From an optimization exercise on the open Yosys and OpenROAD flow, aimed at small area and a short achievable clock period; shortcuts taken in it are not production practice. RTL that was checked went through simulation tests only; none was proved equivalent to the original. For run 1, only the layout was checked, not whether the RTL still works. Power and IR drop assume default switching activity.

## flow/design.v (module list and top-level ports; edited modules follow where they fit)
// module fpmul_sa: 956 lines
// module fpmul_sb: 530 lines
// module fpmul_fa: 6 lines
// module fpmul_xnor: 5 lines
// module fpmul_or: 5 lines
// module fpmul_sc: 9 lines
// module fpmul_pipe: 27 lines
module fpmul_pipe (clk, oprA, oprB, Result);
  // ...
==> flow/flow/run.sh <==
#!/bin/bash
# The standard layout, except that the port buffers are buf_4 cells rather than the
# clkdlybuf4s50_1 delay cells buffer_ports picks by default.
set -euo pipefail
export BUFFER_PORTS_ARGS="-buffer_cell sky130_fd_sc_hd__buf_4"
bash standard.sh finish > orfs_flow.log 2>&1
==> flow/standard.sh <==
#!/bin/bash
# synth_recipe.tcl (not shown) runs the flow's synth.tcl, then flattens the netlist and writes it again
# the make line also repeats each setting of config.mk as NAME=value (left out here)
make -C /OpenROAD-flow-scripts/flow DESIGN_CONFIG=/design/flow/config.mk WORK_HOME=/design/flow/orfs CLKGATE_MAP_FILE= SYNTH_SCRIPT=/design/flow/synth_recipe.tcl "${@:-finish}"
==> flow/config.mk <==
export PLATFORM = sky130hd
export DESIGN_NAME = fpmul_pipe
export DESIGN_NICKNAME = fpmul_pipe
export VERILOG_FILES = /design/flow/design.v
export SDC_FILE = /design/flow/constraint.sdc
export NUM_CORES = 4
export LEC_CHECK = 0
export CAP_MARGIN = 20
export CORE_MARGIN = 2
export CORE_UTILIZATION = 40
export CTS_BUF_LIST = sky130_fd_sc_hd__clkbuf_4 sky130_fd_sc_hd__clkbuf_8
export SETUP_SLACK_MARGIN = 5
export SLEW_MARGIN = 20
export SYNTH_HIERARCHICAL = 1
export SYNTH_MINIMUM_KEEP_SIZE = 0
==> flow/constraint.sdc <==
create_clock -name core_clock -period 9.5 [get_ports {clk}]
set_input_delay 1.9000 -clock core_clock [delete_from_list [all_inputs] [get_ports {clk}]]
set_output_delay 1.9000 -clock core_clock [all_outputs]
set_load 0.01 [all_outputs]
==> qor.yml, run 1 <==
status:
  status: "complete, no violations"
power_and_ir_drop:
  p_int_w: 0.00441
  p_total_w: 0.00848
  seq_power_w: 0.00148
  pwr-share-seq_pct: 17.5
sta:
  fmax_ghz: 0.223
  holdWs_ns: 0.333
  period_needed_ns: 4.49
  skew_ns: 0.0204
  rsz0062_at_grt: "false"
  drv_slew: 0
  tightest_slew_ns: 1.16
  relSlewSlack_pct: 22.9
cts:
  cts.clk_slew.worst_paths_ns: 0.11
  cts_tree: "yes"
setup_path:
  endpoint: "r1_q[97]"
  cpMostUsedCell: "fa_1"
  reg2reg_setup_slack_ns: 5.55
  worstSetupEndpointType: "register"
  reg2reg_depth: 11
logic_synthesis:
  synth-xor-area-share_pct: 18.0
placed_design:
  io_buffer_count: 96
  place_hpwl_um: 36200
  post-place-ws_ns: 4.10
  dpl_cell_area_um2: 19400
  place.gp.congestion: 0.884
global_routing:
  grt_max_degree: 30
  met3_usage_pct: 4.93
  grt-busiest-layer: "met2"
finish:
  largest_register: "r1_q"
  fin_util_pct: 40.8
  largest_register_ffs: 140
  finalNetCount: 2115
  clkCellAreaFrac_pct: 2.06
  final.fill_count: 4702
floorplanning:
  design.core.area_um2: 48700
  fp.dieW_um: 226
routing:
  vias_per_cell: 5.40
  top_layer_used: "met4"
min_path:
  hold_path_end: "e2_q[7]"
==> module fpmul_pipe, before the edit <==
module fpmul_pipe (clk, oprA, oprB, Result);
    input clk;
    input [31:0] oprA, oprB;
    output [31:0] Result;
    wire [139:0] r1_d;
    wire [7:0] e1_d;
    wire s1_d;
    reg [139:0] r1_q;
    reg [7:0] e1_q;
    reg s1_q;
    wire [24:0] p2_d;
    reg [24:0] p2_q;
    reg [7:0] e2_q;
    reg s2_q;
    fpmul_sa u_sa (.oprA(oprA), .oprB(oprB), .r1(r1_d), .e1(e1_d), .s1(s1_d));
    fpmul_sb u_sb (.r1(r1_q), .p2(p2_d));
    fpmul_sc u_sc (.p2(p2_q), .e2(e2_q), .s2(s2_q), .Result(Result));
    always @(posedge clk)
    begin
        r1_q <= r1_d;
        e1_q <= e1_d;
        s1_q <= s1_d;
        p2_q <= p2_d;
        e2_q <= e1_q;
        s2_q <= s1_q;
    end
endmodule
==> run 2: changes to the inputs <==
--- a/flow/design.v
+++ b/flow/design.v
@@ -1,11 +1,11 @@
 module fpmul_sa (oprA, oprB, r1, e1, s1);
     input [31:0] oprA, oprB;
-    output [139:0] r1;
+    output [129:0] r1;
     output [7:0] e1;
     output s1;
     wire [23:0] ma = {1'b1, oprA[22:0]};
     wire [23:0] mb = {1'b1, oprB[22:0]};
     assign e1 = oprA[30:23] + oprB[30:23] + 8'd129;
     assign s1 = oprA[31] ^ oprB[31];
     wire a_0 = mb[0] ^ 1'b0;
     wire a_1 = (mb[1] & ~mb[0] & ~1'b0) | (~mb[1] & mb[0] & 1'b0);
@@ -860,384 +860,378 @@
     wire a_S181, a_C181;
     fpmul_fa a_fa181 (.A(a_C113), .B(a_S115), .CIN(a_C114), .COUT(a_C181), .SUM(a_S181));
     wire a_S182, a_C182;
     fpmul_fa a_fa182 (.A(a_C115), .B(a_S117), .CIN(a_C116), .COUT(a_C182), .SUM(a_S182));
     wire a_S183, a_C183;
     fpmul_fa a_fa183 (.A(a_C117), .B(a_S119), .CIN(a_C118), .COUT(a_C183), .SUM(a_S183));
     wire a_S184, a_C184;
     fpmul_fa a_fa184 (.A(a_C119), .B(a_C120), .CIN(a_S121), .COUT(a_C184), .SUM(a_S184));
+    wire a_S185, a_C185;
+    fpmul_fa a_fa185 (.A(a_C121), .B(a_S123), .CIN(a_C122), .COUT(a_C185), .SUM(a_S185));
+    wire a_S186, a_C186;
+    fpmul_fa a_fa186 (.A(a_C123), .B(a_S125), .CIN(a_C124), .COUT(a_C186), .SUM(a_S186));
     wire a_HS37, a_HC37;
-    fpmul_xnor a_hx37 (.A(a_C123), .B(a_S125), .Y(a_HS37));
-    fpmul_or a_ho37 (.A(a_C123), .B(a_S125), .Y(a_HC37));
+    fpmul_xnor a_hx37 (.A(a_C127), .B(a_S129), .Y(a_HS37));
+    fpmul_or a_ho37 (.A(a_C127), .B(a_S129), .Y(a_HC37));
     wire a_HS38, a_HC38;
-    fpmul_xnor a_hx38 (.A(a_C127), .B(a_S129), .Y(a_HS38));
-    fpmul_or a_ho38 (.A(a_C127), .B(a_S129), .Y(a_HC38));
+    fpmul_xnor a_hx38 (.A(a_C131), .B(a_S133), .Y(a_HS38));
+    fpmul_or a_ho38 (.A(a_C131), .B(a_S133), .Y(a_HC38));
     wire a_HS39, a_HC39;
-    fpmul_xnor a_hx39 (.A(a_C131), .B(a_S133), .Y(a_HS39));
-    fpmul_or a_ho39 (.A(a_C131), .B(a_S133), .Y(a_HC39));
+    fpmul_xnor a_hx39 (.A(a_C135), .B(a_S137), .Y(a_HS39));
+    fpmul_or a_ho39 (.A(a_C135), .B(a_S137), .Y(a_HC39));
     wire a_HS40, a_HC40;
-    fpmul_xnor a_hx40 (.A(a_C149), .B(a_S151), .Y(a_HS40));
-    fpmul_or a_ho40 (.A(a_C149), .B(a_S151), .Y(a_HC40));
+    fpmul_xnor a_hx40 (.A(a_C139), .B(a_S141), .Y(a_HS40));
+    fpmul_or a_ho40 (.A(a_C139), .B(a_S141), .Y(a_HC40));
     wire a_HS41, a_HC41;
-    fpmul_xnor a_hx41 (.A(a_C153), .B(a_S155), .Y(a_HS41));
-    fpmul_or a_ho41 (.A(a_C153), .B(a_S155), .Y(a_HC41));
+    fpmul_xnor a_hx41 (.A(a_C143), .B(a_S145), .Y(a_HS41));
+    fpmul_or a_ho41 (.A(a_C143), .B(a_S145), .Y(a_HC41));
     wire a_HS42, a_HC42;
-    fpmul_xnor a_hx42 (.A(a_C157), .B(a_S159), .Y(a_HS42));
-    fpmul_or a_ho42 (.A(a_C157), .B(a_S159), .Y(a_HC42));
-    wire a_S185, a_C185;
-    fpmul_fa a_fa185 (.A(a_C159), .B(a_S161), .CIN(a_S162), .COUT(a_C185), .SUM(a_S185));
-    wire a_S186, a_C186;
-    fpmul_fa a_fa186 (.A(a_C161), .B(a_S163), .CIN(a_C162), .COUT(a_C186), .SUM(a_S186));
+    fpmul_xnor a_hx42 (.A(a_C147), .B(a_S149), .Y(a_HS42));
+    fpmul_or a_ho42 (.A(a_C147), .B(a_S149), .Y(a_HC42));
+    wire a_HS43, a_HC43;
+    fpmul_xnor a_hx43 (.A(a_S153), .B(a_C151), .Y(a_HS43));
+    fpmul_or a_ho43 (.A(a_S153), .B(a_C151), .Y(a_HC43));
     wire a_S187, a_C187;
-    fpmul_fa a_fa187 (.A(a_C163), .B(a_S165), .CIN(a_C164), .COUT(a_C187), .SUM(a_S187));
+    fpmul_fa a_fa187 (.A(a_C153), .B(a_S155), .CIN(a_C154), .COUT(a_C187), .SUM(a_S187));
     wire a_S188, a_C188;
-    fpmul_fa a_fa188 (.A(a_S167), .B(a_C165), .CIN(a_C166), .COUT(a_C188), .SUM(a_S188));
+    fpmul_fa a_fa188 (.A(a_C155), .B(a_S157), .CIN(a_C156), .COUT(a_C188), .SUM(a_S188));
     wire a_S189, a_C189;
-    fpmul_fa a_fa189 (.A(a_C167), .B(a_S169), .CIN(a_C168), .COUT(a_C189), .SUM(a_S189));
+    fpmul_fa a_fa189 (.A(a_C157), .B(a_S159), .CIN(a_S160), .COUT(a_C189), .SUM(a_S189));
     wire a_S190, a_C190;
-    fpmul_fa a_fa190 (.A(a_S171), .B(a_C169), .CIN(a_S172), .COUT(a_C190), .SUM(a_S190));
+    fpmul_fa a_fa190 (.A(a_C159), .B(a_S161), .CIN(a_S162), .COUT(a_C190), .SUM(a_S190));
     wire a_S191, a_C191;
-    fpmul_fa a_fa191 (.A(a_C171), .B(a_393), .CIN(a_HS33), .COUT(a_C191), .SUM(a_S191));
+    fpmul_fa a_fa191 (.A(a_C161), .B(a_S163), .CIN(a_C162), .COUT(a_C191), .SUM(a_S191));
     wire a_S192, a_C192;
-    fpmul_fa a_fa192 (.A(a_354), .B(a_394), .CIN(a_HC33), .COUT(a_C192), .SUM(a_S192));
+    fpmul_fa a_fa192 (.A(a_C163), .B(a_S165), .CIN(a_C164), .COUT(a_C192), .SUM(a_S192));
     wire a_S193, a_C193;
-    fpmul_fa a_fa193 (.A(a_HS34), .B(a_327), .CIN(a_355), .COUT(a_C193), .SUM(a_S193));
+    fpmul_fa a_fa193 (.A(a_S167), .B(a_C165), .CIN(a_C166), .COUT(a_C193), .SUM(a_S193));
     wire a_S194, a_C194;
-    fpmul_fa a_fa194 (.A(a_381), .B(a_HC34), .CIN(a_329), .COUT(a_C194), .SUM(a_S194));
-    wire a_HS43, a_HC43;
-    fpmul_xnor a_hx43 (.A(1'b0), .B(a_382), .Y(a_HS43));
-    fpmul_or a_ho43 (.A(1'b0), .B(a_382), .Y(a_HC43));
-    wire a_HS44, a_HC44;
-    fpmul_xnor a_hx44 (.A(a_58), .B(a_5), .Y(a_HS44));
-    fpmul_or a_ho44 (.A(a_58), .B(a_5), .Y(a_HC44));
-    wire a_HS45, a_HC45;
-    fpmul_xnor a_hx45 (.A(a_6), .B(a_34), .Y(a_HS45));
-    fpmul_or a_ho45 (.A(a_6), .B(a_34), .Y(a_HC45));
+    fpmul_fa a_fa194 (.A(a_C167), .B(a_S169), .CIN(a_C168), .COUT(a_C194), .SUM(a_S194));
     wire a_S195, a_C195;
-    fpmul_fa a_fa195 (.A(a_35), .B(a_63), .CIN(a_HS35), .COUT(a_C195), .SUM(a_S195));
+    fpmul_fa a_fa195 (.A(a_S171), .B(a_C169), .CIN(a_S172), .COUT(a_C195), .SUM(a_S195));
     wire a_S196, a_C196;
-    fpmul_fa a_fa196 (.A(a_64), .B(a_HC35), .CIN(a_HS36), .COUT(a_C196), .SUM(a_S196));
+    fpmul_fa a_fa196 (.A(a_C171), .B(a_393), .CIN(a_HS33), .COUT(a_C196), .SUM(a_S196));
     wire a_S197, a_C197;
-    fpmul_fa a_fa197 (.A(a_HC36), .B(a_HS28), .CIN(a_S174), .COUT(a_C197), .SUM(a_S197));
+    fpmul_fa a_fa197 (.A(a_354), .B(a_394), .CIN(a_HC33), .COUT(a_C197), .SUM(a_S197));
     wire a_S198, a_C198;
-    fpmul_fa a_fa198 (.A(a_HS29), .B(a_C174), .CIN(a_S175), .COUT(a_C198), .SUM(a_S198));
+    fpmul_fa a_fa198 (.A(a_HS34), .B(a_327), .CIN(a_355), .COUT(a_C198), .SUM(a_S198));
     wire a_S199, a_C199;
-    fpmul_fa a_fa199 (.A(a_S107), .B(a_C175), .CIN(a_S176), .COUT(a_C199), .SUM(a_S199));
+    fpmul_fa a_fa199 (.A(a_381), .B(a_HC34), .CIN(a_329), .COUT(a_C199), .SUM(a_S199));
+    wire a_HS44, a_HC44;
+    fpmul_xnor a_hx44 (.A(1'b0), .B(a_382), .Y(a_HS44));
+    fpmul_or a_ho44 (.A(1'b0), .B(a_382), .Y(a_HC44));
+    wire a_HS45, a_HC45;
+    fpmul_xnor a_hx45 (.A(a_58), .B(a_5), .Y(a_HS45));
+    fpmul_or a_ho45 (.A(a_58), .B(a_5), .Y(a_HC45));
+    wire a_HS46, a_HC46;
+    fpmul_xnor a_hx46 (.A(a_6), .B(a_34), .Y(a_HS46));
+    fpmul_or a_ho46 (.A(a_6), .B(a_34), .Y(a_HC46));
     wire a_S200, a_C200;
-    fpmul_fa a_fa200 (.A(a_S108), .B(a_C176), .CIN(a_S177), .COUT(a_C200), .SUM(a_S200));
+    fpmul_fa a_fa200 (.A(a_35), .B(a_63), .CIN(a_HS35), .COUT(a_C200), .SUM(a_S200));
     wire a_S201, a_C201;
-    fpmul_fa a_fa201 (.A(a_C177), .B(a_S110), .CIN(a_S178), .COUT(a_C201), .SUM(a_S201));
-    wire a_HS46, a_HC46;
-    fpmul_xnor a_hx46 (.A(a_S114), .B(a_C179), .Y(a_HS46));
-    fpmul_or a_ho46 (.A(a_S114), .B(a_C179), .Y(a_HC46));
-    wire a_HS47, a_HC47;
-    fpmul_xnor a_hx47 (.A(a_S160), .B(a_C158), .Y(a_HS47));
-    fpmul_or a_ho47 (.A(a_S160), .B(a_C158), .Y(a_HC47));
-    wire a_HS48, a_HC48;
-    fpmul_xnor a_hx48 (.A(a_S170), .B(a_C188), .Y(a_HS48));
-    fpmul_or a_ho48 (.A(a_S170), .B(a_C188), .Y(a_HC48));
-    wire a_HS49, a_HC49;
-    fpmul_xnor a_hx49 (.A(a_C172), .B(a_S191), .Y(a_HS49));
-    fpmul_or a_ho49 (.A(a_C172), .B(a_S191), .Y(a_HC49));
+    fpmul_fa a_fa201 (.A(a_64), .B(a_HC35), .CIN(a_HS36), .COUT(a_C201), .SUM(a_S201));
     wire a_S202, a_C202;
-    fpmul_fa a_fa202 (.A(a_S173), .B(a_C191), .CIN(a_S192), .COUT(a_C202), .SUM(a_S202));
+    fpmul_fa a_fa202 (.A(a_HC36), .B(a_HS28), .CIN(a_S174), .COUT(a_C202), .SUM(a_S202));
     wire a_S203, a_C203;
-    fpmul_fa a_fa203 (.A(a_C173), .B(a_S193), .CIN(a_C192), .COUT(a_C203), .SUM(a_S203));
+    fpmul_fa a_fa203 (.A(a_HS29), .B(a_C174), .CIN(a_S175), .COUT(a_C203), .SUM(a_S203));
     wire a_S204, a_C204;
-    fpmul_fa a_fa204 (.A(a_356), .B(a_S194), .CIN(a_C193), .COUT(a_C204), .SUM(a_S204));
+    fpmul_fa a_fa204 (.A(a_S107), .B(a_C175), .CIN(a_S176), .COUT(a_C204), .SUM(a_S204));
     wire a_S205, a_C205;
-    fpmul_fa a_fa205 (.A(a_HS43), .B(a_C194), .CIN(a_357), .COUT(a_C205), .SUM(a_S205));
-    wire a_395 = a_HC43 ^ a_359;
-    wire a_396 = a_HC43 & a_359;
+    fpmul_fa a_fa205 (.A(a_S108), .B(a_C176), .CIN(a_S177), .COUT(a_C205), .SUM(a_S205));
+    wire a_S206, a_C206;
+    fpmul_fa a_fa206 (.A(a_C177), .B(a_S110), .CIN(a_S178), .COUT(a_C206), .SUM(a_S206));
+    wire a_S207, a_C207;
+    fpmul_fa a_fa207 (.A(a_S112), .B(a_C178), .CIN(a_S179), .COUT(a_C207), .SUM(a_S207));
+    wire a_S208, a_C208;
+    fpmul_fa a_fa208 (.A(a_S114), .B(a_C179), .CIN(a_S180), .COUT(a_C208), .SUM(a_S208));
+    wire a_HS47, a_HC47;
+    fpmul_xnor a_hx47 (.A(a_S118), .B(a_C181), .Y(a_HS47));
+    fpmul_or a_ho47 (.A(a_S118), .B(a_C181), .Y(a_HC47));
+    wire a_HS48, a_HC48;
+    fpmul_xnor a_hx48 (.A(a_S122), .B(a_C183), .Y(a_HS48));
+    fpmul_or a_ho48 (.A(a_S122), .B(a_C183), .Y(a_HC48));
+    wire a_HS49, a_HC49;
+    fpmul_xnor a_hx49 (.A(a_C128), .B(a_HS37), .Y(a_HS49));
+    fpmul_or a_ho49 (.A(a_C128), .B(a_HS37), .Y(a_HC49));
+    wire a_S209, a_C209;
+    fpmul_fa a_fa209 (.A(a_C129), .B(a_S131), .CIN(a_HC37), .COUT(a_C209), .SUM(a_S209));
+    wire a_HS50, a_HC50;
+    fpmul_xnor a_hx50 (.A(a_S156), .B(a_HC43), .Y(a_HS50));
+    fpmul_or a_ho50 (.A(a_S156), .B(a_HC43), .Y(a_HC50));
+    wire a_HS51, a_HC51;
+    fpmul_xnor a_hx51 (.A(a_C160), .B(a_S190), .Y(a_HS51));
+    fpmul_or a_ho51 (.A(a_C160), .B(a_S190), .Y(a_HC51));
+    wire a_HS52, a_HC52;
+    fpmul_xnor a_hx52 (.A(a_S166), .B(a_C191), .Y(a_HS52));
+    fpmul_or a_ho52 (.A(a_S166), .B(a_C191), .Y(a_HC52));
+    wire a_HS53, a_HC53;
+    fpmul_xnor a_hx53 (.A(a_S170), .B(a_C193), .Y(a_HS53));
+    fpmul_or a_ho53 (.A(a_S170), .B(a_C193), .Y(a_HC53));
+    wire a_S210, a_C210;
+    fpmul_fa a_fa210 (.A(a_C170), .B(a_S195), .CIN(a_C194), .COUT(a_C210), .SUM(a_S210));
+    wire a_S211, a_C211;
+    fpmul_fa a_fa211 (.A(a_C172), .B(a_S196), .CIN(a_C195), .COUT(a_C211), .SUM(a_S211));
+    wire a_S212, a_C212;
+    fpmul_fa a_fa212 (.A(a_S173), .B(a_C196), .CIN(a_S197), .COUT(a_C212), .SUM(a_S212));
+    wire a_S213, a_C213;
+    fpmul_fa a_fa213 (.A(a_C173), .B(a_S198), .CIN(a_C197), .COUT(a_C213), .SUM(a_S213));
+    wire a_S214, a_C214;
+    fpmul_fa a_fa214 (.A(a_356), .B(a_S199), .CIN(a_C198), .COUT(a_C214), .SUM(a_S214));
+    wire a_S215, a_C215;
+    fpmul_fa a_fa215 (.A(a_HS44), .B(a_C199), .CIN(a_357), .COUT(a_C215), .SUM(a_S215));
+    wire a_395 = a_HC44 ^ a_359;
+    wire a_396 = a_HC44 & a_359;
     wire a_397 = a_28 | a_3;
     wire a_398 = a_4 | a_397;
-    wire a_399 = (a_33 & a_HS44) | (a_33 & a_398) | (a_HS44 & a_398);
-    wire a_400 = (a_HC44 & a_HS45) | (a_HC44 & a_399) | (a_HS45 & a_399);
-    assign r1 = {a_400, a_395, a_C205, a_S205, a_C204, a_S204, a_C203, a_S203, a_C202, a_S202, a_HC49, a_C190, a_HS49, a_C189, a_S190, a_C170, a_HC48, a_S189, a_HS48, a_C187, a_S188, a_S168, a_S187, a_C186, a_S166, a_S186, a_C185, a_S164, a_S185, a_HC42, a_C160, a_HC47, a_HS42, a_HS47, a_S158, a_HC41, a_C156, a_S157, a_C155, a_HS41, a_S156, a_C154, a_HC40, a_S154, a_C152, a_C151, a_S153, a_HS40, a_S152, a_C150, a_S150, a_C148, a_S149, a_C147, a_S148, a_C146, a_S147, a_C145, a_S146, a_C144, a_S145, a_C143, a_S144, a_C142, a_S143, a_C141, a_S142, a_C140, a_S141, a_C139, a_S140, a_S139, a_C138, a_C137, a_S138, a_C136, a_S137, a_C135, a_S136, a_HC39, a_C134, a_S135, a_C133, a_HS39, a_S134, a_C132, a_S132, a_C130, a_HC38, a_S131, a_C129, a_S130, a_HS38, a_C128, a_S128, a_C126, a_HC37, a_S127, a_C125, a_S126, a_HS37, a_C124, a_C184, a_S124, a_C122, a_S123, a_C121, a_S184, a_C183, a_S122, a_S183, a_C182, a_S120, a_S182, a_C181, a_S118, a_S181, a_C180, a_S116, a_HC46, a_S180, a_HS46, a_S179, a_C178, a_S112, a_C201, a_S201, a_C200, a_S200, a_C199, a_S199, a_C198, a_S198, a_C197, a_S197, a_C196, a_S196, a_C195, a_S195, a_HC45};
+    wire a_399 = (a_33 & a_HS45) | (a_33 & a_398) | (a_HS45 & a_398);
+    wire a_400 = (a_HC45 & a_HS46) | (a_HC45 & a_399) | (a_HS46 & a_399);
+    assign r1 = {a_400, a_395, a_C215, a_S215, a_C214, a_S214, a_C213, a_S213, a_C212, a_S212, a_C211, a_S211, a_C210, a_S210, a_HC53, a_S194, a_HS53, a_C192, a_S193, a_S168, a_HC52, a_S192, a_HS52, a_S191, a_C190, a_S164, a_HC51, a_C189, a_HS51, a_S189, a_C188, a_C158, a_S188, a_C187, a_S158, a_HC50, a_S187, a_HS50, a_HS43, a_S154, a_C152, a_HC42, a_S152, a_C150, a_S151, a_C149, a_HS42, a_S150, a_C148, a_HC41, a_S148, a_C146, a_S147, a_C145, a_HS41, a_S146, a_C144, a_HC40, a_S144, a_C142, a_S143, a_C141, a_HS40, a_S142, a_C140, a_HC39, a_S140, a_S139, a_C138, a_C137, a_HS39, a_S138, a_C136, a_S136, a_HC38, a_C134, a_S135, a_C133, a_HS38, a_S134, a_C132, a_C209, a_S132, a_C130, a_S209, a_HC49, a_S130, a_HS49, a_C186, a_S128, a_C126, a_S127, a_C125, a_S186, a_C185, a_S126, a_S185, a_C184, a_S124, a_HC48, a_S184, a_HS48, a_S183, a_C182, a_S120, a_HC47, a_S182, a_HS47, a_S181, a_C180, a_S116, a_C208, a_S208, a_C207, a_S207, a_C206, a_S206, a_C205, a_S205, a_C204, a_S204, a_C203, a_S203, a_C202, a_S202, a_C201, a_S201, a_C200, a_S200, a_HC46};
 endmodule
 module fpmul_sb (r1, p2);
-    input [139:0] r1;
+    input [129:0] r1;
     output [24:0] p2;
     wire b_HS0, b_HC0;
-    fpmul_xnor b_hx0 (.A(r1[33]), .B(r1[34]), .Y(b_HS0));
-    fpmul_or b_ho0 (.A(r1[33]), .B(r1[34]), .Y(b_HC0));
+    fpmul_xnor b_hx0 (.A(r1[37]), .B(r1[38]), .Y(b_HS0));
+    fpmul_or b_ho0 (.A(r1[37]), .B(r1[38]), .Y(b_HC0));
     wire b_HS1, b_HC1;
-    fpmul_xnor b_hx1 (.A(r1[41]), .B(r1[42]), .Y(b_HS1));
-    fpmul_or b_ho1 (.A(r1[41]), .B(r1[42]), .Y(b_HC1));
+    fpmul_xnor b_hx1 (.A(r1[52]), .B(r1[53]), .Y(b_HS1));
+    fpmul_or b_ho1 (.A(r1[52]), .B(r1[53]), .Y(b_HC1));
     wire b_HS2, b_HC2;
-    fpmul_xnor b_hx2 (.A(r1[49]), .B(r1[50]), .Y(b_HS2));
-    fpmul_or b_ho2 (.A(r1[49]), .B(r1[50]), .Y(b_HC2));
+    fpmul_xnor b_hx2 (.A(r1[60]), .B(r1[61]), .Y(b_HS2));
+    fpmul_or b_ho2 (.A(r1[60]), .B(r1[61]), .Y(b_HC2));
     wire b_HS3, b_HC3;
-    fpmul_xnor b_hx3 (.A(r1[57]), .B(r1[58]), .Y(b_HS3));
-    fpmul_or b_ho3 (.A(r1[57]), .B(r1[58]), .Y(b_HC3));
+    fpmul_xnor b_hx3 (.A(r1[68]), .B(r1[69]), .Y(b_HS3));
+    fpmul_or b_ho3 (.A(r1[68]), .B(r1[69]), .Y(b_HC3));
     wire b_HS4, b_HC4;
-    fpmul_xnor b_hx4 (.A(r1[62]), .B(r1[63]), .Y(b_HS4));
-    fpmul_or b_ho4 (.A(r1[62]), .B(r1[63]), .Y(b_HC4));
+    fpmul_xnor b_hx4 (.A(r1[76]), .B(r1[77]), .Y(b_HS4));
+    fpmul_or b_ho4 (.A(r1[76]), .B(r1[77]), .Y(b_HC4));
     wire b_HS5, b_HC5;
-    fpmul_xnor b_hx5 (.A(r1[66]), .B(r1[67]), .Y(b_HS5));
-    fpmul_or b_ho5 (.A(r1[66]), .B(r1[67]), .Y(b_HC5));
+    fpmul_xnor b_hx5 (.A(r1[84]), .B(r1[85]), .Y(b_HS5));
+    fpmul_or b_ho5 (.A(r1[84]), .B(r1[85]), .Y(b_HC5));
     wire b_HS6, b_HC6;
-    fpmul_xnor b_hx6 (.A(r1[70]), .B(r1[71]), .Y(b_HS6));
-    fpmul_or b_ho6 (.A(r1[70]), .B(r1[71]), .Y(b_HC6));
+    fpmul_xnor b_hx6 (.A(r1[18]), .B(r1[19]), .Y(b_HS6));
+    fpmul_or b_ho6 (.A(r1[18]), .B(r1[19]), .Y(b_HC6));
     wire b_HS7, b_HC7;
-    fpmul_xnor b_hx7 (.A(r1[74]), .B(r1[75]), .Y(b_HS7));
-    fpmul_or b_ho7 (.A(r1[74]), .B(r1[75]), .Y(b_HC7));
+    fpmul_xnor b_hx7 (.A(r1[24]), .B(r1[25]), .Y(b_HS7));
+    fpmul_or b_ho7 (.A(r1[24]), .B(r1[25]), .Y(b_HC7));
     wire b_HS8, b_HC8;
-    fpmul_xnor b_hx8 (.A(r1[78]), .B(r1[79]), .Y(b_HS8));
-    fpmul_or b_ho8 (.A(r1[78]), .B(r1[79]), .Y(b_HC8));
+    fpmul_xnor b_hx8 (.A(r1[30]), .B(r1[31]), .Y(b_HS8));
+    fpmul_or b_ho8 (.A(r1[30]), .B(r1[31]), .Y(b_HC8));
     wire b_HS9, b_HC9;
-    fpmul_xnor b_hx9 (.A(r1[82]), .B(r1[83]), .Y(b_HS9));
-    fpmul_or b_ho9 (.A(r1[82]), .B(r1[83]), .Y(b_HC9));
-    wire b_HS10, b_HC10;
-    fpmul_xnor b_hx10 (.A(r1[86]), .B(r1[87]), .Y(b_HS10));
-    fpmul_or b_ho10 (.A(r1[86]), .B(r1[87]), .Y(b_HC10));
-    wire b_HS11, b_HC11;
-    fpmul_xnor b_hx11 (.A(r1[93]), .B(r1[94]), .Y(b_HS11));
-    fpmul_or b_ho11 (.A(r1[93]), .B(r1[94]), .Y(b_HC11));
-    wire b_HS12, b_HC12;
-    fpmul_xnor b_hx12 (.A(r1[101]), .B(r1[102]), .Y(b_HS12));
-    fpmul_or b_ho12 (.A(r1[101]), .B(r1[102]), .Y(b_HC12));
-    wire b_HS13, b_HC13;
-    fpmul_xnor b_hx13 (.A(r1[14]), .B(r1[15]), .Y(b_HS13));
-    fpmul_or b_ho13 (.A(r1[14]), .B(r1[15]), .Y(b_HC13));
-    wire b_HS14, b_HC14;
-    fpmul_xnor b_hx14 (.A(r1[20]), .B(r1[21]), .Y(b_HS14));
-    fpmul_or b_ho14 (.A(r1[20]), .B(r1[21]), .Y(b_HC14));
-    wire b_HS15, b_HC15;
-    fpmul_xnor b_hx15 (.A(r1[24]), .B(r1[25]), .Y(b_HS15));
-    fpmul_or b_ho15 (.A(r1[24]), .B(r1[25]), .Y(b_HC15));
-    wire b_HS16, b_HC16;
-    fpmul_xnor b_hx16 (.A(r1[27]), .B(r1[28]), .Y(b_HS16));
-    fpmul_or b_ho16 (.A(r1[27]), .B(r1[28]), .Y(b_HC16));
-    wire b_HS17, b_HC17;
-    fpmul_xnor b_hx17 (.A(r1[30]), .B(r1[31]), .Y(b_HS17));
-    fpmul_or b_ho17 (.A(r1[30]), .B(r1[31]), .Y(b_HC17));
+    fpmul_xnor b_hx9 (.A(r1[34]), .B(r1[35]), .Y(b_HS9));
+    fpmul_or b_ho9 (.A(r1[34]), .B(r1[35]), .Y(b_HC9));
     wire b_S0, b_C0;
-    fpmul_fa b_fa0 (.A(r1[35]), .B(r1[36]), .CIN(r1[37]), .COUT(b_C0), .SUM(b_S0));
+    fpmul_fa b_fa0 (.A(r1[39]), .B(r1[40]), .CIN(r1[41]), .COUT(b_C0), .SUM(b_S0));
+    wire b_HS10, b_HC10;
+    fpmul_xnor b_hx10 (.A(r1[42]), .B(r1[43]), .Y(b_HS10));
+    fpmul_or b_ho10 (.A(r1[42]), .B(r1[43]), .Y(b_HC10));
     wire b_S1, b_C1;
-    fpmul_fa b_fa1 (.A(r1[38]), .B(r1[39]), .CIN(r1[40]), .COUT(b_C1), .SUM(b_S1));
+    fpmul_fa b_fa1 (.A(r1[44]), .B(r1[45]), .CIN(r1[46]), .COUT(b_C1), .SUM(b_S1));
     wire b_S2, b_C2;
-    fpmul_fa b_fa2 (.A(r1[43]), .B(r1[44]), .CIN(r1[45]), .COUT(b_C2), .SUM(b_S2));
+    fpmul_fa b_fa2 (.A(r1[48]), .B(r1[49]), .CIN(r1[50]), .COUT(b_C2), .SUM(b_S2));
     wire b_S3, b_C3;
-    fpmul_fa b_fa3 (.A(r1[46]), .B(r1[47]), .CIN(r1[48]), .COUT(b_C3), .SUM(b_S3));
+    fpmul_fa b_fa3 (.A(r1[54]), .B(r1[55]), .CIN(r1[56]), .COUT(b_C3), .SUM(b_S3));
     wire b_S4, b_C4;
-    fpmul_fa b_fa4 (.A(r1[51]), .B(r1[52]), .CIN(r1[53]), .COUT(b_C4), .SUM(b_S4));
+    fpmul_fa b_fa4 (.A(r1[57]), .B(r1[58]), .CIN(r1[59]), .COUT(b_C4), .SUM(b_S4));
     wire b_S5, b_C5;
-    fpmul_fa b_fa5 (.A(r1[54]), .B(r1[55]), .CIN(r1[56]), .COUT(b_C5), .SUM(b_S5));
+    fpmul_fa b_fa5 (.A(r1[62]), .B(r1[63]), .CIN(r1[64]), .COUT(b_C5), .SUM(b_S5));
     wire b_S6, b_C6;
-    fpmul_fa b_fa6 (.A(r1[59]), .B(r1[60]), .CIN(r1[61]), .COUT(b_C6), .SUM(b_S6));
+    fpmul_fa b_fa6 (.A(r1[65]), .B(r1[66]), .CIN(r1[67]), .COUT(b_C6), .SUM(b_S6));
     wire b_S7, b_C7;
-    fpmul_fa b_fa7 (.A(r1[64]), .B(r1[65]), .CIN(b_HC3), .COUT(b_C7), .SUM(b_S7));
+    fpmul_fa b_fa7 (.A(r1[70]), .B(r1[71]), .CIN(r1[72]), .COUT(b_C7), .SUM(b_S7));
     wire b_S8, b_C8;
-    fpmul_fa b_fa8 (.A(r1[68]), .B(r1[69]), .CIN(b_HC4), .COUT(b_C8), .SUM(b_S8));
+    fpmul_fa b_fa8 (.A(r1[73]), .B(r1[74]), .CIN(r1[75]), .COUT(b_C8), .SUM(b_S8));
     wire b_S9, b_C9;
-    fpmul_fa b_fa9 (.A(r1[72]), .B(r1[73]), .CIN(b_HC5), .COUT(b_C9), .SUM(b_S9));
+    fpmul_fa b_fa9 (.A(r1[78]), .B(r1[79]), .CIN(r1[80]), .COUT(b_C9), .SUM(b_S9));
     wire b_S10, b_C10;
-    fpmul_fa b_fa10 (.A(r1[76]), .B(r1[77]), .CIN(b_HC6), .COUT(b_C10), .SUM(b_S10));
+    fpmul_fa b_fa10 (.A(r1[81]), .B(r1[82]), .CIN(r1[83]), .COUT(b_C10), .SUM(b_S10));
     wire b_S11, b_C11;
-    fpmul_fa b_fa11 (.A(r1[80]), .B(r1[81]), .CIN(b_HC7), .COUT(b_C11), .SUM(b_S11));
+    fpmul_fa b_fa11 (.A(r1[86]), .B(r1[87]), .CIN(r1[88]), .COUT(b_C11), .SUM(b_S11));
     wire b_S12, b_C12;
-    fpmul_fa b_fa12 (.A(r1[84]), .B(r1[85]), .CIN(b_HC8), .COUT(b_C12), .SUM(b_S12));
+    fpmul_fa b_fa12 (.A(r1[89]), .B(r1[90]), .CIN(r1[91]), .COUT(b_C12), .SUM(b_S12));
+    wire b_HS11, b_HC11;
+    fpmul_xnor b_hx11 (.A(r1[94]), .B(r1[95]), .Y(b_HS11));
+    fpmul_or b_ho11 (.A(r1[94]), .B(r1[95]), .Y(b_HC11));
+    wire b_HS12, b_HC12;
+    fpmul_xnor b_hx12 (.A(r1[98]), .B(r1[99]), .Y(b_HS12));
+    fpmul_or b_ho12 (.A(r1[98]), .B(r1[99]), .Y(b_HC12));
+    wire b_HS13, b_HC13;
+    fpmul_xnor b_hx13 (.A(r1[103]), .B(r1[104]), .Y(b_HS13));
+    fpmul_or b_ho13 (.A(r1[103]), .B(r1[104]), .Y(b_HC13));
+    wire b_HS14, b_HC14;
+    fpmul_xnor b_hx14 (.A(r1[109]), .B(r1[110]), .Y(b_HS14));
+    fpmul_or b_ho14 (.A(r1[109]), .B(r1[110]), .Y(b_HC14));
+    wire b_HS15, b_HC15;
+    fpmul_xnor b_hx15 (.A(r1[20]), .B(r1[21]), .Y(b_HS15));
+    fpmul_or b_ho15 (.A(r1[20]), .B(r1[21]), .Y(b_HC15));
     wire b_S13, b_C13;
-    fpmul_fa b_fa13 (.A(r1[88]), .B(r1[89]), .CIN(b_HC9), .COUT(b_C13), .SUM(b_S13));
+    fpmul_fa b_fa13 (.A(r1[22]), .B(r1[23]), .CIN(b_HC6), .COUT(b_C13), .SUM(b_S13));
     wire b_S14, b_C14;
-    fpmul_fa b_fa14 (.A(r1[90]), .B(r1[91]), .CIN(r1[92]), .COUT(b_C14), .SUM(b_S14));
+    fpmul_fa b_fa14 (.A(r1[26]), .B(r1[27]), .CIN(b_HS7), .COUT(b_C14), .SUM(b_S14));
     wire b_S15, b_C15;
-    fpmul_fa b_fa15 (.A(r1[95]), .B(r1[96]), .CIN(r1[97]), .COUT(b_C15), .SUM(b_S15));
+    fpmul_fa b_fa15 (.A(r1[28]), .B(r1[29]), .CIN(b_HC7), .COUT(b_C15), .SUM(b_S15));
     wire b_S16, b_C16;
-    fpmul_fa b_fa16 (.A(r1[98]), .B(r1[99]), .CIN(r1[100]), .COUT(b_C16), .SUM(b_S16));
+    fpmul_fa b_fa16 (.A(r1[32]), .B(r1[33]), .CIN(b_HS8), .COUT(b_C16), .SUM(b_S16));
     wire b_S17, b_C17;
-    fpmul_fa b_fa17 (.A(r1[103]), .B(r1[104]), .CIN(r1[105]), .COUT(b_C17), .SUM(b_S17));
-    wire b_HS18, b_HC18;
-    fpmul_xnor b_hx18 (.A(r1[106]), .B(r1[107]), .Y(b_HS18));
-    fpmul_or b_ho18 (.A(r1[106]), .B(r1[107]), .Y(b_HC18));
+    fpmul_fa b_fa17 (.A(r1[36]), .B(b_HC8), .CIN(b_HS9), .COUT(b_C17), .SUM(b_S17));
     wire b_S18, b_C18;
-    fpmul_fa b_fa18 (.A(r1[108]), .B(r1[109]), .CIN(r1[110]), .COUT(b_C18), .SUM(b_S18));
-    wire b_HS19, b_HC19;
-    fpmul_xnor b_hx19 (.A(r1[112]), .B(r1[113]), .Y(b_HS19));
-    fpmul_or b_ho19 (.A(r1[112]), .B(r1[113]), .Y(b_HC19));
-    wire b_HS20, b_HC20;
-    fpmul_xnor b_hx20 (.A(r1[115]), .B(r1[116]), .Y(b_HS20));
-    fpmul_or b_ho20 (.A(r1[115]), .B(r1[116]), .Y(b_HC20));
-    wire b_HS21, b_HC21;
-    fpmul_xnor b_hx21 (.A(r1[118]), .B(r1[119]), .Y(b_HS21));
-    fpmul_or b_ho21 (.A(r1[118]), .B(r1[119]), .Y(b_HC21));
-    wire b_HS22, b_HC22;
-    fpmul_xnor b_hx22 (.A(r1[123]), .B(r1[124]), .Y(b_HS22));
-    fpmul_or b_ho22 (.A(r1[123]), .B(r1[124]), .Y(b_HC22));
-    wire b_HS23, b_HC23;
-    fpmul_xnor b_hx23 (.A(r1[16]), .B(r1[17]), .Y(b_HS23));
-    fpmul_or b_ho23 (.A(r1[16]), .B(r1[17]), .Y(b_HC23));
+    fpmul_fa b_fa18 (.A(b_HC9), .B(b_HS0), .CIN(b_S0), .COUT(b_C18), .SUM(b_S18));
     wire b_S19, b_C19;
-    fpmul_fa b_fa19 (.A(r1[18]), .B(r1[19]), .CIN(b_HC13), .COUT(b_C19), .SUM(b_S19));
+    fpmul_fa b_fa19 (.A(b_HC0), .B(b_HS10), .CIN(b_C0), .COUT(b_C19), .SUM(b_S19));
     wire b_S20, b_C20;
-    fpmul_fa b_fa20 (.A(r1[22]), .B(r1[23]), .CIN(b_HS14), .COUT(b_C20), .SUM(b_S20));
+    fpmul_fa b_fa20 (.A(r1[47]), .B(b_HC10), .CIN(b_S1), .COUT(b_C20), .SUM(b_S20));
     wire b_S21, b_C21;
-    fpmul_fa b_fa21 (.A(r1[26]), .B(b_HC14), .CIN(b_HS15), .COUT(b_C21), .SUM(b_S21));
+    fpmul_fa b_fa21 (.A(r1[51]), .B(b_C1), .CIN(b_S2), .COUT(b_C21), .SUM(b_S21));
     wire b_S22, b_C22;
-    fpmul_fa b_fa22 (.A(r1[29]), .B(b_HC15), .CIN(b_HS16), .COUT(b_C22), .SUM(b_S22));
+    fpmul_fa b_fa22 (.A(b_HS1), .B(b_C2), .CIN(b_S3), .COUT(b_C22), .SUM(b_S22));
     wire b_S23, b_C23;
-    fpmul_fa b_fa23 (.A(r1[32]), .B(b_HC16), .CIN(b_HS17), .COUT(b_C23), .SUM(b_S23));
+    fpmul_fa b_fa23 (.A(b_HC1), .B(b_C3), .CIN(b_S4), .COUT(b_C23), .SUM(b_S23));
     wire b_S24, b_C24;
-    fpmul_fa b_fa24 (.A(b_HC17), .B(b_HS0), .CIN(b_S0), .COUT(b_C24), .SUM(b_S24));
+    fpmul_fa b_fa24 (.A(b_HS2), .B(b_C4), .CIN(b_S5), .COUT(b_C24), .SUM(b_S24));
     wire b_S25, b_C25;
-    fpmul_fa b_fa25 (.A(b_HC0), .B(b_C0), .CIN(b_S1), .COUT(b_C25), .SUM(b_S25));
+    fpmul_fa b_fa25 (.A(b_HC2), .B(b_C5), .CIN(b_S6), .COUT(b_C25), .SUM(b_S25));
     wire b_S26, b_C26;
-    fpmul_fa b_fa26 (.A(b_HS1), .B(b_C1), .CIN(b_S2), .COUT(b_C26), .SUM(b_S26));
+    fpmul_fa b_fa26 (.A(b_HS3), .B(b_C6), .CIN(b_S7), .COUT(b_C26), .SUM(b_S26));
     wire b_S27, b_C27;
-    fpmul_fa b_fa27 (.A(b_HC1), .B(b_C2), .CIN(b_S3), .COUT(b_C27), .SUM(b_S27));
+    fpmul_fa b_fa27 (.A(b_HC3), .B(b_C7), .CIN(b_S8), .COUT(b_C27), .SUM(b_S27));
     wire b_S28, b_C28;
-    fpmul_fa b_fa28 (.A(b_HS2), .B(b_C3), .CIN(b_S4), .COUT(b_C28), .SUM(b_S28));
+    fpmul_fa b_fa28 (.A(b_HS4), .B(b_C8), .CIN(b_S9), .COUT(b_C28), .SUM(b_S28));
     wire b_S29, b_C29;
-    fpmul_fa b_fa29 (.A(b_HC2), .B(b_C4), .CIN(b_S5), .COUT(b_C29), .SUM(b_S29));
+    fpmul_fa b_fa29 (.A(b_HC4), .B(b_C9), .CIN(b_S10), .COUT(b_C29), .SUM(b_S29));
     wire b_S30, b_C30;
-    fpmul_fa b_fa30 (.A(b_HS3), .B(b_C5), .CIN(b_S6), .COUT(b_C30), .SUM(b_S30));
+    fpmul_fa b_fa30 (.A(b_HS5), .B(b_C10), .CIN(b_S11), .COUT(b_C30), .SUM(b_S30));
     wire b_S31, b_C31;
-    fpmul_fa b_fa31 (.A(b_HS4), .B(b_C6), .CIN(b_S7), .COUT(b_C31), .SUM(b_S31));
+    fpmul_fa b_fa31 (.A(b_HC5), .B(b_C11), .CIN(b_S12), .COUT(b_C31), .SUM(b_S31));
     wire b_S32, b_C32;
-    fpmul_fa b_fa32 (.A(b_HS5), .B(b_C7), .CIN(b_S8), .COUT(b_C32), .SUM(b_S32));
+    fpmul_fa b_fa32 (.A(r1[92]), .B(r1[93]), .CIN(b_C12), .COUT(b_C32), .SUM(b_S32));
     wire b_S33, b_C33;
-    fpmul_fa b_fa33 (.A(b_HS6), .B(b_C8), .CIN(b_S9), .COUT(b_C33), .SUM(b_S33));
+    fpmul_fa b_fa33 (.A(r1[96]), .B(r1[97]), .CIN(b_HS11), .COUT(b_C33), .SUM(b_S33));
     wire b_S34, b_C34;
-    fpmul_fa b_fa34 (.A(b_HS7), .B(b_C9), .CIN(b_S10), .COUT(b_C34), .SUM(b_S34));
+    fpmul_fa b_fa34 (.A(r1[100]), .B(b_HC11), .CIN(b_HS12), .COUT(b_C34), .SUM(b_S34));
     wire b_S35, b_C35;
-    fpmul_fa b_fa35 (.A(b_HS8), .B(b_C10), .CIN(b_S11), .COUT(b_C35), .SUM(b_S35));
+    fpmul_fa b_fa35 (.A(r1[101]), .B(r1[102]), .CIN(b_HC12), .COUT(b_C35), .SUM(b_S35));
     wire b_S36, b_C36;
-    fpmul_fa b_fa36 (.A(b_HS9), .B(b_C11), .CIN(b_S12), .COUT(b_C36), .SUM(b_S36));
+    fpmul_fa b_fa36 (.A(r1[105]), .B(r1[106]), .CIN(b_HS13), .COUT(b_C36), .SUM(b_S36));
     wire b_S37, b_C37;
-    fpmul_fa b_fa37 (.A(b_HS10), .B(b_C12), .CIN(b_S13), .COUT(b_C37), .SUM(b_S37));
+    fpmul_fa b_fa37 (.A(r1[107]), .B(r1[108]), .CIN(b_HC13), .COUT(b_C37), .SUM(b_S37));
     wire b_S38, b_C38;
-    fpmul_fa b_fa38 (.A(b_HC10), .B(b_S14), .CIN(b_C13), .COUT(b_C38), .SUM(b_S38));
+    fpmul_fa b_fa38 (.A(r1[111]), .B(r1[112]), .CIN(b_HS14), .COUT(b_C38), .SUM(b_S38));
     wire b_S39, b_C39;
-    fpmul_fa b_fa39 (.A(b_HS11), .B(b_C14), .CIN(b_S15), .COUT(b_C39), .SUM(b_S39));
-    wire b_S40, b_C40;
-    fpmul_fa b_fa40 (.A(b_HC11), .B(b_C15), .CIN(b_S16), .COUT(b_C40), .SUM(b_S40));
-    wire b_S41, b_C41;
-    fpmul_fa b_fa41 (.A(b_HS12), .B(b_C16), .CIN(b_S17), .COUT(b_C41), .SUM(b_S41));
-    wire b_S42, b_C42;
-    fpmul_fa b_fa42 (.A(b_HC12), .B(b_HS18), .CIN(b_C17), .COUT(b_C42), .SUM(b_S42));
-    wire b_S43, b_C43;
-    fpmul_fa b_fa43 (.A(r1[111]), .B(b_HC18), .CIN(b_S18), .COUT(b_C43), .SUM(b_S43));
-    wire b_S44, b_C44;
-    fpmul_fa b_fa44 (.A(r1[114]), .B(b_HS19), .CIN(b_C18), .COUT(b_C44), .SUM(b_S44));
-    wire b_S45, b_C45;
-    fpmul_fa b_fa45 (.A(r1[117]), .B(b_HC19), .CIN(b_HS20), .COUT(b_C45), .SUM(b_S45));
-    wire b_S46, b_C46;
-    fpmul_fa b_fa46 (.A(r1[120]), .B(b_HC20), .CIN(b_HS21), .COUT(b_C46), .SUM(b_S46));
-    wire b_S47, b_C47;
-    fpmul_fa b_fa47 (.A(r1[121]), .B(r1[122]), .CIN(b_HC21), .COUT(b_C47), .SUM(b_S47));
-    wire b_S48, b_C48;
-    fpmul_fa b_fa48 (.A(r1[125]), .B(r1[126]), .CIN(b_HS22), .COUT(b_C48), .SUM(b_S48));
-    wire b_S49, b_C49;
-    fpmul_fa b_fa49 (.A(r1[127]), .B(r1[128]), .CIN(b_HC22), .COUT(b_C49), .SUM(b_S49));
-    wire b_HS24, b_HC24;
-    fpmul_xnor b_hx24 (.A(r1[129]), .B(r1[130]), .Y(b_HS24));
-    fpmul_or b_ho24 (.A(r1[129]), .B(r1[130]), .Y(b_HC24));
-    wire b_HS25, b_HC25;
-    fpmul_xnor b_hx25 (.A(r1[131]), .B(r1[132]), .Y(b_HS25));
-    fpmul_or b_ho25 (.A(r1[131]), .B(r1[132]), .Y(b_HC25));
-    wire b_HS26, b_HC26;
-    fpmul_xnor b_hx26 (.A(r1[133]), .B(r1[134]), .Y(b_HS26));
-    fpmul_or b_ho26 (.A(r1[133]), .B(r1[134]), .Y(b_HC26));
-    wire b_HS27, b_HC27;
-    fpmul_xnor b_hx27 (.A(r1[135]), .B(r1[136]), .Y(b_HS27));
-    fpmul_or b_ho27 (.A(r1[135]), .B(r1[136]), .Y(b_HC27));
-    wire b_HS28, b_HC28;
-    fpmul_xnor b_hx28 (.A(r1[137]), .B(r1[138]), .Y(b_HS28));
-    fpmul_or b_ho28 (.A(r1[137]), .B(r1[138]), .Y(b_HC28));
+    fpmul_fa b_fa39 (.A(r1[113]), .B(r1[114]), .CIN(b_HC14), .COUT(b_C39), .SUM(b_S39));
+    wire b_HS16, b_HC16;
+    fpmul_xnor b_hx16 (.A(r1[115]), .B(r1[116]), .Y(b_HS16));
+    fpmul_or b_ho16 (.A(r1[115]), .B(r1[116]), .Y(b_HC16));
+    wire b_HS17, b_HC17;
+    fpmul_xnor b_hx17 (.A(r1[117]), .B(r1[118]), .Y(b_HS17));
+    fpmul_or b_ho17 (.A(r1[117]), .B(r1[118]), .Y(b_HC17));
+    wire b_HS18, b_HC18;
+    fpmul_xnor b_hx18 (.A(r1[119]), .B(r1[120]), .Y(b_HS18));
+    fpmul_or b_ho18 (.A(r1[119]), .B(r1[120]), .Y(b_HC18));
+    wire b_HS19, b_HC19;
+    fpmul_xnor b_hx19 (.A(r1[121]), .B(r1[122]), .Y(b_HS19));
+    fpmul_or b_ho19 (.A(r1[121]), .B(r1[122]), .Y(b_HC19));
+    wire b_HS20, b_HC20;
+    fpmul_xnor b_hx20 (.A(r1[123]), .B(r1[124]), .Y(b_HS20));
+    fpmul_or b_ho20 (.A(r1[123]), .B(r1[124]), .Y(b_HC20));
+    wire b_HS21, b_HC21;
+    fpmul_xnor b_hx21 (.A(r1[125]), .B(r1[126]), .Y(b_HS21));
+    fpmul_or b_ho21 (.A(r1[125]), .B(r1[126]), .Y(b_HC21));
+    wire b_HS22, b_HC22;
+    fpmul_xnor b_hx22 (.A(r1[127]), .B(r1[128]), .Y(b_HS22));
+    fpmul_or b_ho22 (.A(r1[127]), .B(r1[128]), .Y(b_HC22));
     wire b_0 = r1[0] & r1[1];
     wire b_1 = r1[2] & r1[3];
     wire b_2 = r1[4] & r1[5];
     wire b_3 = r1[6] & r1[7];
     wire b_4 = r1[8] & r1[9];
     wire b_5 = r1[10] & r1[11];
     wire b_6 = r1[12] & r1[13];
-    wire b_7 = b_HS23 & b_HS13;
-    wire b_8 = b_HC23 & b_S19;
-    wire b_9 = b_C19 & b_S20;
-    wire b_10 = b_C20 & b_S21;
-    wire b_11 = b_C21 & b_S22;
-    wire b_12 = b_C22 & b_S23;
-    wire b_13 = b_C23 & b_S24;
-    wire b_14 = b_C24 & b_S25;
-    wire b_15 = b_C25 & b_S26;
-    wire b_16 = b_C26 & b_S27;
-    wire b_17 = b_C27 & b_S28;
-    wire b_18 = b_C28 & b_S29;
-    wire b_19 = b_C29 & b_S30;
-    wire b_20 = b_C30 & b_S31;
-    wire b_21 = b_C31 & b_S32;
-    wire b_22 = b_C32 & b_S33;
-    wire b_23 = b_C33 & b_S34;
-    wire b_24 = b_C34 & b_S35;
-    wire b_25 = b_C35 & b_S36;
-    wire b_26 = b_C36 & b_S37;
-    wire b_27 = b_C37 & b_S38;
-    wire b_28 = b_C38 & b_S39;
-    wire b_29 = b_C39 & b_S40;
-    wire b_30 = b_C40 & b_S41;
-    wire b_31 = b_C41 & b_S42;
-    wire b_32 = b_C42 & b_S43;
-    wire b_33 = b_C43 & b_S44;
-    wire b_34 = b_C44 & b_S45;
-    wire b_35 = b_C45 & b_S46;
-    wire b_36 = b_C46 & b_S47;
-    wire b_37 = b_C47 & b_S48;
-    wire b_38 = b_C48 & b_S49;
-    wire b_39 = b_C49 & b_HS24;
-    wire b_40 = b_HC24 & b_HS25;
-    wire b_41 = b_HC25 & b_HS26;
-    wire b_42 = b_HC26 & b_HS27;
-    wire b_43 = b_HC27 & b_HS28;
-    wire b_44 = (r1[0] & r1[1]) | (r1[0] & r1[139]) | (r1[1] & r1[139]);
+    wire b_7 = r1[14] & r1[15];
+    wire b_8 = r1[16] & r1[17];
+    wire b_9 = b_HS15 & b_HS6;
+    wire b_10 = b_HC15 & b_S13;
+    wire b_11 = b_C13 & b_S14;
+    wire b_12 = b_C14 & b_S15;
+    wire b_13 = b_C15 & b_S16;
+    wire b_14 = b_C16 & b_S17;
+    wire b_15 = b_C17 & b_S18;
+    wire b_16 = b_C18 & b_S19;
+    wire b_17 = b_C19 & b_S20;
+    wire b_18 = b_C20 & b_S21;
+    wire b_19 = b_C21 & b_S22;
+    wire b_20 = b_C22 & b_S23;
+    wire b_21 = b_C23 & b_S24;
+    wire b_22 = b_C24 & b_S25;
+    wire b_23 = b_C25 & b_S26;
+    wire b_24 = b_C26 & b_S27;
+    wire b_25 = b_C27 & b_S28;
+    wire b_26 = b_C28 & b_S29;
+    wire b_27 = b_C29 & b_S30;
+    wire b_28 = b_C30 & b_S31;
+    wire b_29 = b_C31 & b_S32;
+    wire b_30 = b_C32 & b_S33;
+    wire b_31 = b_C33 & b_S34;
+    wire b_32 = b_C34 & b_S35;
+    wire b_33 = b_C35 & b_S36;
+    wire b_34 = b_C36 & b_S37;
+    wire b_35 = b_C37 & b_S38;
+    wire b_36 = b_C38 & b_S39;
+    wire b_37 = b_C39 & b_HS16;
+    wire b_38 = b_HC16 & b_HS17;
+    wire b_39 = b_HC17 & b_HS18;
+    wire b_40 = b_HC18 & b_HS19;
+    wire b_41 = b_HC19 & b_HS20;
+    wire b_42 = b_HC20 & b_HS21;
+    wire b_43 = b_HC21 & b_HS22;
+    wire b_44 = (r1[0] & r1[1]) | (r1[0] & r1[129]) | (r1[1] & r1[129]);
     wire b_45 = r1[0] ^ r1[1];
     wire b_46 = r1[2] ^ r1[3];
     wire b_47 = r1[4] ^ r1[5];
     wire b_48 = r1[6] ^ r1[7];
     wire b_49 = r1[8] ^ r1[9];
     wire b_50 = r1[10] ^ r1[11];
     wire b_51 = r1[12] ^ r1[13];
-    wire b_52 = b_HS23 ^ b_HS13;
-    wire b_53 = b_HC23 ^ b_S19;
-    wire b_54 = b_C19 ^ b_S20;
-    wire b_55 = b_C20 ^ b_S21;
-    wire b_56 = b_C21 ^ b_S22;
-    wire b_57 = b_C22 ^ b_S23;
-    wire b_58 = b_C23 ^ b_S24;
-    wire b_59 = b_C24 ^ b_S25;
-    wire b_60 = b_C25 ^ b_S26;
-    wire b_61 = b_C26 ^ b_S27;
-    wire b_62 = b_C27 ^ b_S28;
-    wire b_63 = b_C28 ^ b_S29;
-    wire b_64 = b_C29 ^ b_S30;
-    wire b_65 = b_C30 ^ b_S31;
-    wire b_66 = b_C31 ^ b_S32;
-    wire b_67 = b_C32 ^ b_S33;
-    wire b_68 = b_C33 ^ b_S34;
-    wire b_69 = b_C34 ^ b_S35;
-    wire b_70 = b_C35 ^ b_S36;
-    wire b_71 = b_C36 ^ b_S37;
-    wire b_72 = b_C37 ^ b_S38;
-    wire b_73 = b_C38 ^ b_S39;
-    wire b_74 = b_C39 ^ b_S40;
-    wire b_75 = b_C40 ^ b_S41;
-    wire b_76 = b_C41 ^ b_S42;
-    wire b_77 = b_C42 ^ b_S43;
-    wire b_78 = b_C43 ^ b_S44;
-    wire b_79 = b_C44 ^ b_S45;
-    wire b_80 = b_C45 ^ b_S46;
-    wire b_81 = b_C46 ^ b_S47;
-    wire b_82 = b_C47 ^ b_S48;
-    wire b_83 = b_C48 ^ b_S49;
-    wire b_84 = b_C49 ^ b_HS24;
-    wire b_85 = b_HC24 ^ b_HS25;
-    wire b_86 = b_HC25 ^ b_HS26;
-    wire b_87 = b_HC26 ^ b_HS27;
-    wire b_88 = b_HC27 ^ b_HS28;
+    wire b_52 = r1[14] ^ r1[15];
+    wire b_53 = r1[16] ^ r1[17];
+    wire b_54 = b_HS15 ^ b_HS6;
+    wire b_55 = b_HC15 ^ b_S13;
+    wire b_56 = b_C13 ^ b_S14;
+    wire b_57 = b_C14 ^ b_S15;
+    wire b_58 = b_C15 ^ b_S16;
+    wire b_59 = b_C16 ^ b_S17;
+    wire b_60 = b_C17 ^ b_S18;
+    wire b_61 = b_C18 ^ b_S19;
+    wire b_62 = b_C19 ^ b_S20;
+    wire b_63 = b_C20 ^ b_S21;
+    wire b_64 = b_C21 ^ b_S22;
+    wire b_65 = b_C22 ^ b_S23;
+    wire b_66 = b_C23 ^ b_S24;
+    wire b_67 = b_C24 ^ b_S25;
+    wire b_68 = b_C25 ^ b_S26;
+    wire b_69 = b_C26 ^ b_S27;
+    wire b_70 = b_C27 ^ b_S28;
+    wire b_71 = b_C28 ^ b_S29;
+    wire b_72 = b_C29 ^ b_S30;
+    wire b_73 = b_C30 ^ b_S31;
+    wire b_74 = b_C31 ^ b_S32;
+    wire b_75 = b_C32 ^ b_S33;
+    wire b_76 = b_C33 ^ b_S34;
+    wire b_77 = b_C34 ^ b_S35;
+    wire b_78 = b_C35 ^ b_S36;
+    wire b_79 = b_C36 ^ b_S37;
+    wire b_80 = b_C37 ^ b_S38;
+    wire b_81 = b_C38 ^ b_S39;
+    wire b_82 = b_C39 ^ b_HS16;
+    wire b_83 = b_HC16 ^ b_HS17;
+    wire b_84 = b_HC17 ^ b_HS18;
+    wire b_85 = b_HC18 ^ b_HS19;
+    wire b_86 = b_HC19 ^ b_HS20;
+    wire b_87 = b_HC20 ^ b_HS21;
+    wire b_88 = b_HC21 ^ b_HS22;
     wire b_89 = b_1 | (b_46 & b_44);
     wire b_90 = b_46 & b_45;
     wire b_91 = b_3 | (b_48 & b_2);
     wire b_92 = b_48 & b_47;
     wire b_93 = b_5 | (b_50 & b_4);
     wire b_94 = b_50 & b_49;
     wire b_95 = b_7 | (b_52 & b_6);
     wire b_96 = b_52 & b_51;
@@ -1508,20 +1502,20 @@
     wire [22:0] frac = p2[24] ? p2[23:1] : p2[22:0];
     wire [7:0] expo = e2 + {7'd0, p2[24]};
     assign Result = {s2, expo, frac};
 endmodule
 module fpmul_pipe (clk, oprA, oprB, Result);
     input clk;
     input [31:0] oprA, oprB;
     output [31:0] Result;
-    wire [139:0] r1_d;
+    wire [129:0] r1_d;
     wire [7:0] e1_d;
     wire s1_d;
-    reg [139:0] r1_q;
+    reg [129:0] r1_q;
     reg [7:0] e1_q;
     reg s1_q;
     wire [24:0] p2_d;
     reg [24:0] p2_q;
     reg [7:0] e2_q;
     reg s2_q;
     fpmul_sa u_sa (.oprA(oprA), .oprB(oprB), .r1(r1_d), .e1(e1_d), .s1(s1_d));
     fpmul_sb u_sb (.r1(r1_q), .p2(p2_d));
==> flow/flow/run.sh (replaced) <==
#!/bin/bash
# The standard layout, except that the port buffers are buf_4 cells rather than the
# clkdlybuf4s50_1 delay cells buffer_ports picks by default, and that timing repair aims
# for a setup slack of 5.5 ns at the 9.5 ns clock.
set -euo pipefail
export BUFFER_PORTS_ARGS="-buffer_cell sky130_fd_sc_hd__buf_4"
export SETUP_SLACK_MARGIN=5.5
bash standard.sh finish > orfs_flow.log 2>&1
==> flow/config.mk (replaced) <==
export PLATFORM = sky130hd
export DESIGN_NAME = fpmul_pipe
export DESIGN_NICKNAME = fpmul_pipe
export VERILOG_FILES = /design/flow/design.v
export SDC_FILE = /design/flow/constraint.sdc
export NUM_CORES = 4
export LEC_CHECK = 0
export CAP_MARGIN = 20
export CORE_MARGIN = 2
export CORE_UTILIZATION = 40
export SLEW_MARGIN = 20
export SYNTH_HIERARCHICAL = 1
export SYNTH_MINIMUM_KEEP_SIZE = 0
==> run 2 against run 1 <==
Sequential cell count shrank 10. Largest power group unchanged. Die area fell by 1.5%. Total power increased by 0.66%. Wire length increased by 24%. Still clean. Utilization is 10 points higher. Sequential power is 6% lower. Clock skew down 0.0070 ns. Via count is 14% higher. Non-clock buffer count is 180 higher. Count of clock-buffer cells in the layout grew 1. Register-to-register slack better by 0.08 ns.
==> qor.yml, run 2 <==
power_and_ir_drop:
  ir_drop_uv: 297
  p_leak_nw: 9.05
  cellPowerDensity_nw_per_um2: 352
  netSwitchingPower_w: 0.00392
  power_frac_clock_pct: 8.4
  switching_share_pct: 45.9
  power.share.combinational_pct: 75.3
  p_int_w: 0.00462  # +4.7%
  pwr-share-seq_pct: 16.3  # -1.2 points
routing:
  drc: 0
  wl_per_cell_um: 25.5
  vias: 14701
  drtPass1Iterations: 6
  final_antenna_net_count: 0
  drt-total-wl_um: 64300
  vias_per_cell: 5.83  # +8.0%
  drt_iter0_drc: 1636
min_path:
  holdCritPathClass: "register to register"
  hold_path_end: "e2_q[7]"
  whs_path_depth: 0
  min_from: "e1_q[7]"
global_routing:
  grt_overflow: 0
  grt_max_degree: 28  # -6.7%
  grt_use_total_pct: 25.7
  grt_pass1_vias: 15226
  grt_pass1_wl_um: 95000
  antenna_found_initial: 1
cts:
  clkSinkCount: 173
  cts_tree: "yes"
  cts.htree.levels: 4
  cts.clk_slew.worst_paths_ns: 0.07  # -0.04 ns
  ctsRootBufferMaster: "clkbuf_16"
  insertion_delay_ns: 0.49
  clock_path_buffers: 2
  hold_buffers: 0
  numCtsBuffers: 17
floorplanning:
  initial_core_util_pct: 40.5
  pin_count: 97
  rows: 80
  die-area_um2: 50100
  fp.dieW_um: 224  # -0.77%
  die_h_um: 224
  design.core.area_um2: 47700  # -2.1%
placed_design:
  place.gp.congestion: 0.813  # -8.0%
  place_hpwl_um: 36600  # +1.1%
  placedCellCount: 2287
  io_buffer_count: 96  # unchanged
finish:
  drive_gt1_share_pct: 39.3
  largest_register: "r1_q"
  largest_register_ffs: 130  # -7.1%
  areaGrowthSynthToFinish_pct: 25.5
  reg_top3: "r1_q (130), p2_q (25)"
  layout_commonest_cell: "xnor2_1"
  finalNetCount: 2291  # +8.3%
  final.fill_count: 4005  # -15%
  fin_cells: 2521
  mostFrequentLayoutCells: "288 x xnor2_1, 172 x dfxtp_1, 171 x buf_4, 130 x a22oi_1, 130 x fa_2"
sta:
  tightest_slew_ns: 0.638  # -0.518 ns
  rsz0062_at_grt: "true"
  timing.final.hold_violations: 0
  drv_slew: 0  # unchanged
  min_period_over_period_pct: 44.4
  period_needed_ns: 4.22  # -0.267 ns
  relSlewSlack_pct: 57.0  # +34 points
  skew_ns: 0.0134  # -0.00704 ns
  fmax_ghz: 0.237  # +6.3%
  setup_violations: 0
  setup_tns_ns: 0
logic_synthesis:
  synth_edf_count: 0
  synth_cell_type_count: 66
  synthMostInstantiatedCell: "xnor2_1"
  ys_warn_count: 7
  ys.flop_type: "dfxtp_1"
  syn_area_um2: 19300
  ys_seq_elements: 173
  ys_seq_area_share_pct: 17.9
  async_reset_ff_share_pct: 0
  yosysTopAreaCellShare_pct: 26.7
  synthTopCellsByArea: "fa_1 27%, dfxtp_1 18%, xnor2_1 16%, a22oi_1 8.7%, buf_4 6.7%"
  yosys.area.top_type: "fa_1"
  syn_inst: 1869
  avgSynthCellArea_um2: 10.4
  synth_common_cells: "360 x xnor2_1, 258 x fa_1, 224 x a22oi_1, 173 x dfxtp_1, 172 x buf_4"
setup_path:
  worstSetupEndpointType: "register"
  worstSetupStartpoint: "oprB[5]"
  cp_max_fo: 6
  reg2reg_depth: 11  # unchanged
  critPathRequiredTime_ns: 9.93
  reg2reg_setup_slack_ns: 5.63  # +0.08 ns
  r2r_start: "r1_q[39]"
  r2r-end: "p2_q[11]"
  crit_arrival_ns: 4.65
  critPathKind: "input pin to register"
  critPathLaunchType: "input pin"
flow_run:
  max_cap_viol_count: 0
status:
  status: "complete, no violations"
run 2: cell type report:
type                            count  area [um^2]  area share [%]
Antenna cell                        1         2.50          0.0103
Clock buffer                       18          429            1.77
Clock inverter                     13          154           0.634
Inverter                           54          290            1.20
Multi-Input combinational cell   1350        15700            64.8
Sequential cell                   173         3460            14.3
Tap cell                          615          769            3.17
Timing Repair Buffer              296         3430            14.1
Timing Repair inverter              1         8.76          0.0361
run 2: per-stage QoR:
step | utilization (%) | total power (W) | setup slack [ns] | hold WS [ns] | area (um^2)
after floorplan | - | 0.00784 | 4.93 | 0.310 | 21000
after global placement | 42.0 | 0.00734 | 3.98 | 0.310 | 20000
after detailed placement | 42.0 | 0.00746 | 3.96 | 0.312 | 20000
after CTS | 48.6 | 0.00844 | 5.33 | 0.329 | 23200
after global routing | 50.8 | 0.00935 | 5.26 | 0.338 | 24300
final | 50.8 | 0.00853 | 5.28 | 0.327 | 24300
run 2: cell families after synthesis:
kind of cell               share of synthesized area (%)
adders and majority gates                           31.6
muxes                                               1.45
DFF                                                 17.9
xor gates and xnor gates                            18.2
AOI/OAI and AO/OA                                   14.2
buffers and inverters                               11.0
and+or+nand+nor                                     5.68
other                                             0.0194
run 2: power by group through the flow:
stage	combinational, W	sequential (W)	clock (W)
finish	0.00643	0.00139	0.000719
global route	0.00715	0.00143	0.000767
CTS	0.00630	0.00140	0.000743
detailed placement	0.00605	0.00141	0
global placement	0.00594	0.00140	0
floorplan	0.00647	0.00137	0
run 2: worst max path at each step:
stage,endpoint,slack (ns)
6_report,r1_q[45],5.28
5_1_grt,r1_q[45],5.26
4_1_cts,r1_q[97],5.33
3_5_place_dp,r1_q[45],3.96
3_3_place_gp,r1_q[45],3.98
2_1_floorplan,r1_q[45],4.93
run 2: critical path, stage by stage:
cell and delay [ns]:
buf_12 0.12, nand3b_1 0.21, o21ai_4 0.13, buf_12 0.16, a22oi_1 0.08, xnor2_1 0.18, or2_1 0.26, fa_2 0.35
fa_1 0.48, or2_1 0.26, fa_2 0.52
run 2: routing by layer:
metal / share of wire, % / global-route usage [%] / vias up
met4: 5.0 / 13.4 / 0
li1: - / - / 6158
met2: 45 / 39.9 / 917
met1: 38 / 31.6 / 7405
met3: 11 / 9.08 / 221
met5: 0 / 0 / -
run 2: repair_timing:
action	4_1_cts	5_1_grt
buffers inserted	136	46
gates cloned	19	1
resized for setup	182	114
setup endpoints to repair	113	77
pin swaps	171	111
run 2: Yosys stat by module (local to each module, per instance):
module      times used  cells inside
fpmul_sa             1          1032
fpmul_pipe           1           173
fpmul_or            70             1
fpmul_sc             1            42
fpmul_fa           256             1
fpmul_xnor          71             1
fpmul_sb             1           225

## afterwards: timing with drivers on the ports
No port has a modelled driver above. Below, the same layouts with a new extraction and two added sets of constraints. Step 1 assumes that a clkbuf_16 drives the clock port and a buf_2 every other input. Step 2 also shifts input and output timing later by t, the mid clock arrival at the registers, as if the neighbouring blocks saw the same clock. Slacks: ideal / step 1 / step 2; pairs: ideal / step 1.
run | t, ns | slack for setup (ns) | hold WS [ns] | worst register clock-pin slew, ns | worst slew at a driven data input, ns
run 1 | 0.625 | 5.012 / 5.046 / 4.421 | 0.333 / 0.333 / 0.333 | 0.12 / 0.12 | 0.05
run 2 | 0.540 | 5.279 / 5.185 / 4.645 | 0.327 / 0.327 / 0.327 | 0.08 / 0.08 | 0.16
After both steps setup and hold are still met in every run listed. For run 2, which loses most, drivers alone change the setup slack by -0.094 ns; drivers and shift together by -0.634 ns.
